Context: an optimization exercise on an open-source flow, tuned for small area. The choices shown serve that exercise and are no tape-out recipe.
The RTL was checked by simulation tests, not by an equivalence proof against the original design.
The clock port is modelled as an ideal driver; clocking choices that lean on that would not hold on a real chip.
No activity file was given, so power comes from the tool's default toggle rates.

## run a
// Top_PWM_Light
module Top_PWM_Light(
    input i_clk,
    input i_reset,
    input [2:0] i_button,
    output o_y
    );
Size: roughly 240 cells after synthesis, about 82 flip-flops, about 6 I/O pins, ~2400 µm² of cells after synthesis.
clock: 10.0 ns
lec_check: 0
cap_margin: 20
core_margin: 2
core_utilization: 55
gpl_timing_driven: 0
place_density: 0.75
slew_margin: 20
standard.sh (not shown) runs the stock make flow with config.mk's settings and CLKGATE_MAP_FILE= SYNTH_SCRIPT=/design/flow/synth_recipe.tcl, a recipe that flattens the netlist after the stock synthesis.
==> flow/flow/run.sh <==
#!/bin/bash
# Own flow: the standard layout (standard.sh), with three changes:
#  - synthesis maps with area-oriented ABC scripts (flow/area*.abc, the same
#    script with four random seeds; flow/abc_best.tcl keeps the smallest
#    result) instead of ORFS's speed script, and leaves adders to ABC (no half/full-adder cell
#    mapping); everything else in synthesis is the standard flow's synth_recipe.tcl and
#    ORFS's synth.tcl unchanged (same registers and names);
#  - ports are buffered with buf_1 cells;
#  - the clock is buffered by flow/clock_buffers.tcl (run before CTS): the
#    clock sinks are split into four groups by position, each driven by one
#    clkbuf_8 at its centroid; CTS then finds no net left to buffer.
set -euo pipefail
W=$(pwd)
F=$W/flow
{ echo "source $F/abc_best.tcl"
  sed 's#^\( *\)log_cmd abc {\*}\$abc_args#\1abc_best [list '"$F/area1.abc $F/area2.abc $F/area3.abc $F/area4.abc"']#' \
    "$FLOW_HOME/scripts/synth.tcl"; } > "$W/synth_core.tcl"
grep -q "abc_best \[list" "$W/synth_core.tcl"
sed "s#\$::env(SCRIPTS_DIR)/synth.tcl#$W/synth_core.tcl#" synth_recipe.tcl > "$W/synth_area.tcl"
grep -q synth_core.tcl "$W/synth_area.tcl"
export BUFFER_PORTS_ARGS="-buffer_cell sky130_fd_sc_hd__buf_1"
export PRE_CTS_TCL="$F/clock_buffers.tcl"
export CTS_ARGS="-sink_clustering_enable -repair_clock_nets -dont_use_dummy_load -buf_list sky130_fd_sc_hd__clkbuf_8"
bash standard.sh SYNTH_SCRIPT="$W/synth_area.tcl" ADDER_MAP_FILE= finish > "$W/standard.log" 2>&1
Other scripts of this flow, unchanged in this note and not shown: flow/flow/abc_best.tcl, flow/flow/area1.abc, flow/flow/area2.abc, flow/flow/area3.abc, flow/flow/area4.abc, flow/flow/clock_buffers.tcl
Setup changes, run a to run b
diff --git a/flow/flow/run.sh b/flow/flow/run.sh
--- a/flow/flow/run.sh
+++ b/flow/flow/run.sh
@@ -21,4 +21,4 @@
 export BUFFER_PORTS_ARGS="-buffer_cell sky130_fd_sc_hd__buf_1"
 export PRE_CTS_TCL="$F/clock_buffers.tcl"
-export CTS_ARGS="-sink_clustering_enable -repair_clock_nets -dont_use_dummy_load -buf_list sky130_fd_sc_hd__clkbuf_8"
+export CTS_ARGS="-sink_clustering_enable -repair_clock_nets -dont_use_dummy_load -buf_list sky130_fd_sc_hd__clkbuf_16"
 bash standard.sh SYNTH_SCRIPT="$W/synth_area.tcl" ADDER_MAP_FILE= finish > "$W/standard.log" 2>&1
==> summary.txt <==
Layout overhead on the synthesized area: run b > run a
Relative to run a, the areal power density over the cells measured on run b has increased by more than a quarter.
Cell count of run b exceeds that of run a by a few percent.
[run b] worst-skew pair later-pin latency rose 0.44 ns relative to run a
From run a to run b, flop and latch count out of synthesis did not move at all.
Compared to run a, run b leaves less free space in the core.

* * *

== the reference run ==
Another version of the RTL of Top_PWM_Light (not shown whole).
For scale: about 230 cells after synthesis, about 82 flip-flops, ~0.0025 sq mm of cells after synthesis.
// Top_PWM_Light
module Top_PWM_Light(
    input i_clk,
    input i_reset,
    input [2:0] i_button,
    output o_y
    );
Settings: LEC_CHECK=0, CAP_MARGIN=20, CORE_MARGIN=2, CORE_UTILIZATION=40, GPL_TIMING_DRIVEN=0, SLEW_MARGIN=20; clock period 10.0 ns.
==> flow/flow/run.sh <==
#!/bin/bash
# Own flow: the standard layout (standard.sh), with three changes:
#  - synthesis maps with an area-oriented ABC script (flow/area.abc) instead of
#    ORFS's speed script; everything else in synthesis is the standard flow's synth_recipe.tcl
#    and ORFS's synth.tcl unchanged (same registers and names);
#  - ports are buffered with buf_1 cells;
#  - the clock is buffered by flow/clock_buffers.tcl (run before CTS): the
#    clock sinks are split into three groups by position, each driven by one
#    clkbuf_16 at its centroid; CTS then finds no net left to buffer.
set -euo pipefail
W=$(pwd)
F=$W/flow
sed 's#^\( *\)log_cmd abc {\*}\$abc_args#\1log_cmd abc -script '"$F"'/area.abc {*}$lib_args {*}$lib_dont_use_args#' \
  "$FLOW_HOME/scripts/synth.tcl" > "$W/synth_core.tcl"
grep -q "$F/area.abc" "$W/synth_core.tcl"
sed "s#\$::env(SCRIPTS_DIR)/synth.tcl#$W/synth_core.tcl#" synth_recipe.tcl > "$W/synth_area.tcl"
grep -q synth_core.tcl "$W/synth_area.tcl"
export BUFFER_PORTS_ARGS="-buffer_cell sky130_fd_sc_hd__buf_1"
export PRE_CTS_TCL="$F/clock_buffers.tcl"
export CTS_ARGS="-sink_clustering_enable -repair_clock_nets -dont_use_dummy_load -buf_list sky130_fd_sc_hd__clkbuf_16"
bash standard.sh SYNTH_SCRIPT="$W/synth_area.tcl" finish > "$W/standard.log" 2>&1
==> flow/flow/area.abc <==
strash
&get -n
&st
&deepsyn -T 120
&synch2
&nf -R 1000
&put
topo
Other scripts of this flow, unchanged in this note and not shown: flow/flow/clock_buffers.tcl
The reference run finished end to end and its layout was clean on timing, DRC and antenna.
> inputs changed (the reference run -> the trial run)
# the reference run
export LEC_CHECK = 0
export CAP_MARGIN = 20
export CORE_MARGIN = 2
export CORE_UTILIZATION = 40
export GPL_TIMING_DRIVEN = 0
export SLEW_MARGIN = 20
create_clock -name core_clock -period 10.0 [get_ports {i_clk}]
# the trial run
export LEC_CHECK = 0
export CAP_MARGIN = 20
export CORE_MARGIN = 2
export CORE_UTILIZATION = 40
export SLEW_MARGIN = 20
create_clock -name core_clock -period 10.0 [get_ports {i_clk}]
==> flow/flow/area.abc <==
strash
&get -n
&st
&deepsyn -T 60
&synch2
&nf -R 1000
&put
topo
--- outcome ---
- Re flip-flop and latch count: no difference whatsoever between the reference run and the trial run.
- The trial run vs. the reference run: switching part of the total level, maximum number of pins on one net before global-route repair down 3, sequential power was more or less identical.

* * *

Setup of run 1:
The RTL this note starts from:
==> flow/design.v <==
`timescale 1ns / 1ps
module Clock_Divider(
    input i_clk,
    input i_reset,
    output o_tick,
    output o_r99
    );
    localparam [13:0] POL   = 14'h2aaa;
    localparam [13:0] R0    = 14'h3781;
    localparam [13:0] R50   = 14'h37c1;
    localparam [13:0] R99   = 14'h1be8;
    localparam [13:0] R9999 = 14'h2f5;
    reg [13:0] r_r;
    wire [13:0] w_r = r_r ^ POL;
    wire w_fb = ~(w_r[13] ^ w_r[12]);
    localparam [13:0] M9999 = 14'h16ff;
    localparam [13:0] M99   = 14'h17fb;
    assign o_tick = ((w_r & M9999) == (R9999 & M9999));
    assign o_r99 = ((w_r & M99) == (R99 & M99));
    always @(posedge i_clk) begin
        r_r <= (i_reset ? R50 : o_tick ? R0 : {w_r[12:0], w_fb}) ^ POL;
    end
endmodule
`timescale 1ns / 1ps
module Counter(
    input i_clk,
    input i_en,
    input i_r99,
    input i_reset,
    output [3:0] o_counter
    );
    reg [3:0] r_counter;
    assign o_counter = r_counter;
    wire w_zero = (r_counter == 4'd0);
    wire w_inc = i_en | (i_r99 & w_zero);
    wire w_wrap = i_en & r_counter[3] & r_counter[1];
    always @(posedge i_clk) begin
        if (i_reset | w_wrap)
            r_counter <= 4'd0;
        else
            r_counter <= r_counter + {3'd0, w_inc};
    end
endmodule
`timescale 1ns / 1ps
module comparater(
    input [3:0] i_counter,
    output o_light_0, o_light_1, o_light_2, o_light_3
    );
    assign o_light_0 = (i_counter == 4'd0);    
    assign o_light_1 = (i_counter < 4'd4);     
    assign o_light_2 = (i_counter < 4'd5);     
    assign o_light_3 = (i_counter < 4'd7);     
endmodule
`timescale 1ns / 1ps
module Button_Controller(
    input i_clk,
    input i_button,
    input i_reset,
    output o_button
    );
    localparam [18:0] POL  = 19'h2aaaa;
    localparam [18:0] SEED = 19'h3d7d5;
    localparam [18:0] PEND = 19'h7d7d5;
    reg r_state;             
    reg [18:0] r_count;
    wire [18:0] w_count = r_count ^ POL;
    localparam [18:0] MASK = 19'h7fff7;
    wire w_pend  = ((w_count & MASK) == (PEND & MASK));    
    wire w_state = r_state ^ w_pend;
    wire w_en    = (i_button ^ w_state) & ~i_reset;
    wire w_fb    = w_pend ? 1'b1 : ~(w_count[18] ^ w_count[11]);
    wire [18:0] w_next = w_en ? {w_count[17:0], w_fb} : SEED;
    assign o_button = w_pend & r_state;
    always @(posedge i_clk) begin
        r_count <= w_next ^ POL;
        r_state <= ~i_reset & w_state;
    end
endmodule
`timescale 1ns / 1ps
module FSM(
    input i_clk,
    input i_reset,
    input [2:0] i_button,
    output [3:0] o_lightState
    );
    reg [3:0] r_level;
    assign o_lightState = r_level;
    always @(posedge i_clk) begin
        if (i_reset)          r_level <= 4'b0000;
        else if (i_button[0] & ~r_level[3]) r_level <= {r_level[2:0], 1'b1};   
        else if (i_button[1]) r_level <= {1'b0, r_level[3:1]};
        else if (i_button[2]) r_level <= 4'b0000;
    end
endmodule
`timescale 1ns / 1ps
module MUX(
    input [3:0] i_x,
    input [3:0] sel,
    input i_reset,
    output o_y
    );
    assign o_y = ~i_reset & |(i_x & sel);
endmodule
`timescale 1ns / 1ps
module Top_PWM_Light(
    input i_clk,
    input i_reset,
    input [2:0] i_button,
    output o_y
    );
    wire w_tick, w_r99;
    Clock_Divider Clock_divider(.i_clk(i_clk), .i_reset(i_reset), .o_tick(w_tick), .o_r99(w_r99));
    wire [3:0] w_counter;
    Counter counter(.i_clk(i_clk), .i_en(w_tick), .i_r99(w_r99), .i_reset(i_reset), .o_counter(w_counter));
    wire [3:0] w_light;
    comparater comp(.i_counter(w_counter), .o_light_0(w_light[0]), .o_light_1(w_light[1]),
                    .o_light_2(w_light[2]), .o_light_3(w_light[3]));
    wire [2:0] w_button;
    Button_Controller Bt0(.i_clk(i_clk), .i_button(i_button[0]), .i_reset(i_reset), .o_button(w_button[0]));
    Button_Controller Bt1(.i_clk(i_clk), .i_button(i_button[1]), .i_reset(i_reset), .o_button(w_button[1]));
    Button_Controller Bt2(.i_clk(i_clk), .i_button(i_button[2]), .i_reset(i_reset), .o_button(w_button[2]));
    wire [3:0] w_lightState;
    FSM fsm(.i_clk(i_clk), .i_reset(i_reset), .i_button(w_button), .o_lightState(w_lightState));
    MUX mux(.i_x(w_light), .sel(w_lightState), .i_reset(i_reset), .o_y(o_y));
endmodule
==> flow/config.mk <==
export PLATFORM = sky130hd
export DESIGN_NAME = Top_PWM_Light
export DESIGN_NICKNAME = Top_PWM_Light
export VERILOG_FILES = /design/flow/design.v
export SDC_FILE = /design/flow/constraint.sdc
export NUM_CORES = 4
export LEC_CHECK = 0
export CAP_MARGIN = 20
export CORE_MARGIN = 2
export CORE_UTILIZATION = 55
export GPL_TIMING_DRIVEN = 0
export PLACE_DENSITY = 0.75
export SLEW_MARGIN = 20
==> flow/constraint.sdc <==
create_clock -name core_clock -period 10.0 [get_ports {i_clk}]
set_input_delay 2.0000 -clock core_clock [delete_from_list [all_inputs] [get_ports {i_clk}]]
set_output_delay 2.0000 -clock core_clock [all_outputs]
set_load 0.01 [all_outputs]
==> flow/flow/run.sh <==
#!/bin/bash
# Own flow: the standard layout (standard.sh), with three changes:
#  - synthesis maps with area-oriented ABC scripts (flow/area*.abc, the same
#    script with eight random seeds; flow/abc_best.tcl keeps the smallest
#    result) instead of ORFS's speed script, and leaves adders to ABC (no half/full-adder cell
#    mapping); everything else in synthesis is the standard flow's synth_recipe.tcl and
#    ORFS's synth.tcl unchanged (same registers and names);
#  - ports are buffered with buf_1 cells;
#  - the clock is buffered by flow/clock_buffers.tcl (run before CTS): the
#    clock sinks are split into three groups by position, each driven by one
#    clkbuf_16 at its centroid; CTS then finds no net left to buffer.
set -euo pipefail
W=$(pwd)
F=$W/flow
{ echo "source $F/abc_best.tcl"
  sed 's#^\( *\)log_cmd abc {\*}\$abc_args#\1abc_best [list '"$F/area1.abc $F/area2.abc $F/area3.abc $F/area4.abc $F/area5.abc $F/area6.abc $F/area7.abc $F/area8.abc"']#' \
    "$FLOW_HOME/scripts/synth.tcl"; } > "$W/synth_core.tcl"
grep -q "abc_best \[list" "$W/synth_core.tcl"
sed "s#\$::env(SCRIPTS_DIR)/synth.tcl#$W/synth_core.tcl#" synth_recipe.tcl > "$W/synth_area.tcl"
grep -q synth_core.tcl "$W/synth_area.tcl"
export BUFFER_PORTS_ARGS="-buffer_cell sky130_fd_sc_hd__buf_1"
export PRE_CTS_TCL="$F/clock_buffers.tcl"
export CTS_ARGS="-sink_clustering_enable -repair_clock_nets -dont_use_dummy_load -buf_list sky130_fd_sc_hd__clkbuf_16"
bash standard.sh SYNTH_SCRIPT="$W/synth_area.tcl" ADDER_MAP_FILE= finish > "$W/standard.log" 2>&1
==> flow/flow/abc_best.tcl <==
# Map the design with each ABC script given and keep the smallest result.
proc abc_best {scripts} {
  global lib_args lib_dont_use_args
  set dir $::env(OBJECTS_DIR)
  yosys design -save abc_pre
  set best 1e18
  set i 0
  foreach s $scripts {
    yosys design -load abc_pre
    yosys abc -script $s {*}$lib_args {*}$lib_dont_use_args
    yosys tee -q -o $dir/abc_area_$i.txt stat {*}$lib_args
    set fh [open $dir/abc_area_$i.txt]
    set txt [read $fh]
    close $fh
    regexp {Chip area for module [^:]*: ([0-9.]+)} $txt -> a
    puts "abc_best: $s area $a"
    if {$a < $best} {
      set best $a
      yosys design -save abc_best
    }
    incr i
  }
  yosys design -load abc_best
  puts "abc_best: kept area $best"
}
==> flow/flow/area1.abc <==
strash
&get -n
&st
&deepsyn -T 90 -S 1
&synch2
&nf -R 1000
&put
mfs3 -ae
mfs3 -am
topo
==> flow/flow/area2.abc <==
strash
&get -n
&st
&deepsyn -T 90 -S 2
&synch2
&nf -R 1000
&put
mfs3 -ae
mfs3 -am
topo
==> flow/flow/area3.abc <==
strash
&get -n
&st
&deepsyn -T 90 -S 3
&synch2
&nf -R 1000
&put
mfs3 -ae
mfs3 -am
topo
==> flow/flow/area4.abc <==
strash
&get -n
&st
&deepsyn -T 90 -S 4
&synch2
&nf -R 1000
&put
mfs3 -ae
mfs3 -am
topo
==> flow/flow/area5.abc <==
strash
&get -n
&st
&deepsyn -T 90 -S 5
&synch2
&nf -R 1000
&put
mfs3 -ae
mfs3 -am
topo
==> flow/flow/area6.abc <==
strash
&get -n
&st
&deepsyn -T 90 -S 6
&synch2
&nf -R 1000
&put
mfs3 -ae
mfs3 -am
topo
==> flow/flow/area7.abc <==
strash
&get -n
&st
&deepsyn -T 90 -S 7
&synch2
&nf -R 1000
&put
mfs3 -ae
mfs3 -am
topo
==> flow/flow/area8.abc <==
strash
&get -n
&st
&deepsyn -T 90 -S 8
&synch2
&nf -R 1000
&put
mfs3 -ae
mfs3 -am
topo
Other scripts of this flow, unchanged in this note and not shown: flow/flow/clock_buffers.tcl
Run 1 reached the end of the flow, and the finished layout is clean on the timing, DRC and antenna checks.
> inputs changed (run 1 -> run 2)
--- a/flow/flow/run.sh
+++ b/flow/flow/run.sh
@@ -2,5 +2,4 @@
 # Own flow: the standard layout (standard.sh), with three changes:
-#  - synthesis maps with area-oriented ABC scripts (flow/area*.abc, the same
-#    script with eight random seeds; flow/abc_best.tcl keeps the smallest
-#    result) instead of ORFS's speed script, and leaves adders to ABC (no half/full-adder cell
+#  - synthesis maps with an area-oriented ABC script (flow/area.abc) instead of
+#    ORFS's speed script, and leaves adders to ABC (no half/full-adder cell
 #    mapping); everything else in synthesis is the standard flow's synth_recipe.tcl and
@@ -14,6 +13,5 @@
 F=$W/flow
-{ echo "source $F/abc_best.tcl"
-  sed 's#^\( *\)log_cmd abc {\*}\$abc_args#\1abc_best [list '"$F/area1.abc $F/area2.abc $F/area3.abc $F/area4.abc $F/area5.abc $F/area6.abc $F/area7.abc $F/area8.abc"']#' \
-    "$FLOW_HOME/scripts/synth.tcl"; } > "$W/synth_core.tcl"
-grep -q "abc_best \[list" "$W/synth_core.tcl"
+sed 's#^\( *\)log_cmd abc {\*}\$abc_args#\1log_cmd abc -script '"$F"'/area.abc {*}$lib_args {*}$lib_dont_use_args#' \
+  "$FLOW_HOME/scripts/synth.tcl" > "$W/synth_core.tcl"
+grep -q "$F/area.abc" "$W/synth_core.tcl"
 sed "s#\$::env(SCRIPTS_DIR)/synth.tcl#$W/synth_core.tcl#" synth_recipe.tcl > "$W/synth_area.tcl"
==> flow/flow/area.abc (new file) <==
strash
&get -n
&st
&deepsyn -T 120
&synch2
&nf -R 1000
&put
mfs3 -ae
mfs3 -am
topo
removed: flow/flow/abc_best.tcl
removed: flow/flow/area1.abc
removed: flow/flow/area2.abc
removed: flow/flow/area3.abc
removed: flow/flow/area4.abc
removed: flow/flow/area5.abc
removed: flow/flow/area6.abc
removed: flow/flow/area7.abc
removed: flow/flow/area8.abc
==> comparison <==
- Measured against run 2, the total met3 wirelength after detailed routing of run 1 comes out at 1.9 times the reference value.
- The higher half-perimeter wire length after placement of run 2 and run 1 is in run 2.
- The higher cell count after synthesis of run 2 and run 1 is in run 2.
- Fmax on run 2 is ahead of run 1.
- Changes observed in run 2 relative to run 1: XOR/XNOR share of the synthesized area roughly the same; wire length of the first global-routing pass increased 2.0%; via count went up 18.
Edits applied to the flow inputs when going from run 2 to run 3:
--- a/flow/flow/run.sh
+++ b/flow/flow/run.sh
@@ -2,4 +2,5 @@
 # Own flow: the standard layout (standard.sh), with three changes:
-#  - synthesis maps with an area-oriented ABC script (flow/area.abc) instead of
-#    ORFS's speed script, and leaves adders to ABC (no half/full-adder cell
+#  - synthesis maps with area-oriented ABC scripts (flow/area*.abc, the same
+#    script with four random seeds; flow/abc_best.tcl keeps the smallest
+#    result) instead of ORFS's speed script, and leaves adders to ABC (no half/full-adder cell
 #    mapping); everything else in synthesis is the standard flow's synth_recipe.tcl and
@@ -13,5 +14,6 @@
 F=$W/flow
-sed 's#^\( *\)log_cmd abc {\*}\$abc_args#\1log_cmd abc -script '"$F"'/area.abc {*}$lib_args {*}$lib_dont_use_args#' \
-  "$FLOW_HOME/scripts/synth.tcl" > "$W/synth_core.tcl"
-grep -q "$F/area.abc" "$W/synth_core.tcl"
+{ echo "source $F/abc_best.tcl"
+  sed 's#^\( *\)log_cmd abc {\*}\$abc_args#\1abc_best [list '"$F/area1.abc $F/area2.abc $F/area3.abc $F/area4.abc"']#' \
+    "$FLOW_HOME/scripts/synth.tcl"; } > "$W/synth_core.tcl"
+grep -q "abc_best \[list" "$W/synth_core.tcl"
 sed "s#\$::env(SCRIPTS_DIR)/synth.tcl#$W/synth_core.tcl#" synth_recipe.tcl > "$W/synth_area.tcl"
==> flow/flow/abc_best.tcl (new file) <==
# Map the design with each ABC script given and keep the smallest result.
proc abc_best {scripts} {
  global lib_args lib_dont_use_args
  set dir $::env(OBJECTS_DIR)
  yosys design -save abc_pre
  set best 1e18
  set i 0
  foreach s $scripts {
    yosys design -load abc_pre
    yosys abc -script $s {*}$lib_args {*}$lib_dont_use_args
    yosys tee -q -o $dir/abc_area_$i.txt stat {*}$lib_args
    set fh [open $dir/abc_area_$i.txt]
    set txt [read $fh]
    close $fh
    regexp {Chip area for module [^:]*: ([0-9.]+)} $txt -> a
    puts "abc_best: $s area $a"
    if {$a < $best} {
      set best $a
      yosys design -save abc_best
    }
    incr i
  }
  yosys design -load abc_best
  puts "abc_best: kept area $best"
}
==> flow/flow/area1.abc (new file) <==
strash
&get -n
&st
&deepsyn -T 90 -S 1
&synch2
&nf -R 1000
&put
mfs3 -ae
mfs3 -am
topo
==> flow/flow/area2.abc (new file) <==
strash
&get -n
&st
&deepsyn -T 90 -S 2
&synch2
&nf -R 1000
&put
mfs3 -ae
mfs3 -am
topo
==> flow/flow/area3.abc (new file) <==
strash
&get -n
&st
&deepsyn -T 90 -S 3
&synch2
&nf -R 1000
&put
mfs3 -ae
mfs3 -am
topo
==> flow/flow/area4.abc (new file) <==
strash
&get -n
&st
&deepsyn -T 90 -S 4
&synch2
&nf -R 1000
&put
mfs3 -ae
mfs3 -am
topo
removed: flow/flow/area.abc
### Flow results
Distinct cell type count of the synthesized netlist: run 3 > run 2. Status: final number of hold-violating endpoints parity (run 3, run 2). Run 3 vs. run 2: post-layout net count dropped 1, power after layout did not really move. Fraction of area in registers: run 3 vs run 2 up 0.49 points. Relative to run 2, run 3 improves synthesized area. Looking at worst path setup slack after routing across both flows, run 3 is the weaker of the two, with run 2 ahead. Against run 2, worst slack at placement in run 3 came out worse.
Inputs modified between run 3 and run 4:
# run 3
export LEC_CHECK = 0
export CAP_MARGIN = 20
export CORE_MARGIN = 2
export CORE_UTILIZATION = 55
export GPL_TIMING_DRIVEN = 0
export PLACE_DENSITY = 0.75
export SLEW_MARGIN = 20
create_clock -name core_clock -period 10.0 [get_ports {i_clk}]
# run 4
export LEC_CHECK = 0
export CAP_MARGIN = 20
export CORE_MARGIN = 2
export CORE_UTILIZATION = 55
export GPL_TIMING_DRIVEN = 0
export SLEW_MARGIN = 20
create_clock -name core_clock -period 10.0 [get_ports {i_clk}]
--- a/flow/flow/run.sh
+++ b/flow/flow/run.sh
@@ -2,5 +2,4 @@
 # Own flow: the standard layout (standard.sh), with three changes:
-#  - synthesis maps with area-oriented ABC scripts (flow/area*.abc, the same
-#    script with four random seeds; flow/abc_best.tcl keeps the smallest
-#    result) instead of ORFS's speed script, and leaves adders to ABC (no half/full-adder cell
+#  - synthesis maps with an area-oriented ABC script (flow/area.abc) instead of
+#    ORFS's speed script, and leaves adders to ABC (no half/full-adder cell
 #    mapping); everything else in synthesis is the standard flow's synth_recipe.tcl and
@@ -14,6 +13,5 @@
 F=$W/flow
-{ echo "source $F/abc_best.tcl"
-  sed 's#^\( *\)log_cmd abc {\*}\$abc_args#\1abc_best [list '"$F/area1.abc $F/area2.abc $F/area3.abc $F/area4.abc"']#' \
-    "$FLOW_HOME/scripts/synth.tcl"; } > "$W/synth_core.tcl"
-grep -q "abc_best \[list" "$W/synth_core.tcl"
+sed 's#^\( *\)log_cmd abc {\*}\$abc_args#\1log_cmd abc -script '"$F"'/area.abc {*}$lib_args {*}$lib_dont_use_args#' \
+  "$FLOW_HOME/scripts/synth.tcl" > "$W/synth_core.tcl"
+grep -q "$F/area.abc" "$W/synth_core.tcl"
 sed "s#\$::env(SCRIPTS_DIR)/synth.tcl#$W/synth_core.tcl#" synth_recipe.tcl > "$W/synth_area.tcl"
==> flow/flow/area.abc (new file) <==
strash
&get -n
&st
&deepsyn -T 120
&synch2
&nf -R 1000
&put
mfs3 -ae
mfs3 -am
topo
removed: flow/flow/abc_best.tcl
removed: flow/flow/area1.abc
removed: flow/flow/area2.abc
removed: flow/flow/area3.abc
removed: flow/flow/area4.abc
### Flow results
Relative to run 3, power per standard cell area has decreased by 0.84% in run 4.
Going from run 3 to run 4, cell depth of the worst flop-to-flop path fell by 1; synthesized cell count rose by 0.42%.
Relative to run 4, the following input files were edited for run 5:
--- a/flow/flow/run.sh
+++ b/flow/flow/run.sh
@@ -3,5 +3,4 @@
 #  - synthesis maps with an area-oriented ABC script (flow/area.abc) instead of
-#    ORFS's speed script, and leaves adders to ABC (no half/full-adder cell
-#    mapping); everything else in synthesis is the standard flow's synth_recipe.tcl and
-#    ORFS's synth.tcl unchanged (same registers and names);
+#    ORFS's speed script; everything else in synthesis is the standard flow's synth_recipe.tcl
+#    and ORFS's synth.tcl unchanged (same registers and names);
 #  - ports are buffered with buf_1 cells;
@@ -21,2 +20,2 @@
 export CTS_ARGS="-sink_clustering_enable -repair_clock_nets -dont_use_dummy_load -buf_list sky130_fd_sc_hd__clkbuf_16"
-bash standard.sh SYNTH_SCRIPT="$W/synth_area.tcl" ADDER_MAP_FILE= finish > "$W/standard.log" 2>&1
+bash standard.sh SYNTH_SCRIPT="$W/synth_area.tcl" finish > "$W/standard.log" 2>&1
[summary]
- Global-route wire length before repair across run 5 and run 4: no real change.
- | total length of routed met2 wires | run 5 vs run 4 | 2.2% lower |
- Run 5 vs run 4, setup slack went up by 0.15 ns.
- Measured against run 5, the routed length on met3 of run 4 comes out at 1.3 times the reference value.

[afterwards: timing with drivers on the ports]
In the flow no input, the clock included, has a driving cell. The finished layouts below were timed again as built, in two steps.
Step 1, drivers: a clkbuf_16 drives i_clk and a buf_2 each remaining input, both assumed.
Step 2 times the ports against the registers' clock, not the clock port: input delays grow and output delays shrink by t, the midpoint of the rising clock arrivals with the driver on.
Three values: ideal ports, drivers, drivers and shift; two values: the first two.
run	t, ns	slack for setup (ns)	worst data-port slew with drivers (ns)
run a	0.217	4.856 / 4.837 / 4.837	0.03
run b	0.635	4.842 / 4.823 / 4.823	0.03
the reference run	0.216	5.014 / 4.992 / 4.992	0.03
the trial run	0.217	5.042 / 5.020 / 5.020	0.03
run 1	0.215	4.850 / 4.831 / 4.831	0.04
run 2	0.215	4.889 / 4.864 / 4.864	0.03
run 3	0.215	4.850 / 4.831 / 4.831	0.04
run 4	0.216	4.849 / 4.822 / 4.822	0.03
run 5	0.215	4.998 / 4.970 / 4.970	0.03
After both steps setup and hold are still met in every run listed. For run 5, which loses most, drivers alone change the setup slack by -0.028 ns; drivers and shift together by -0.028 ns.
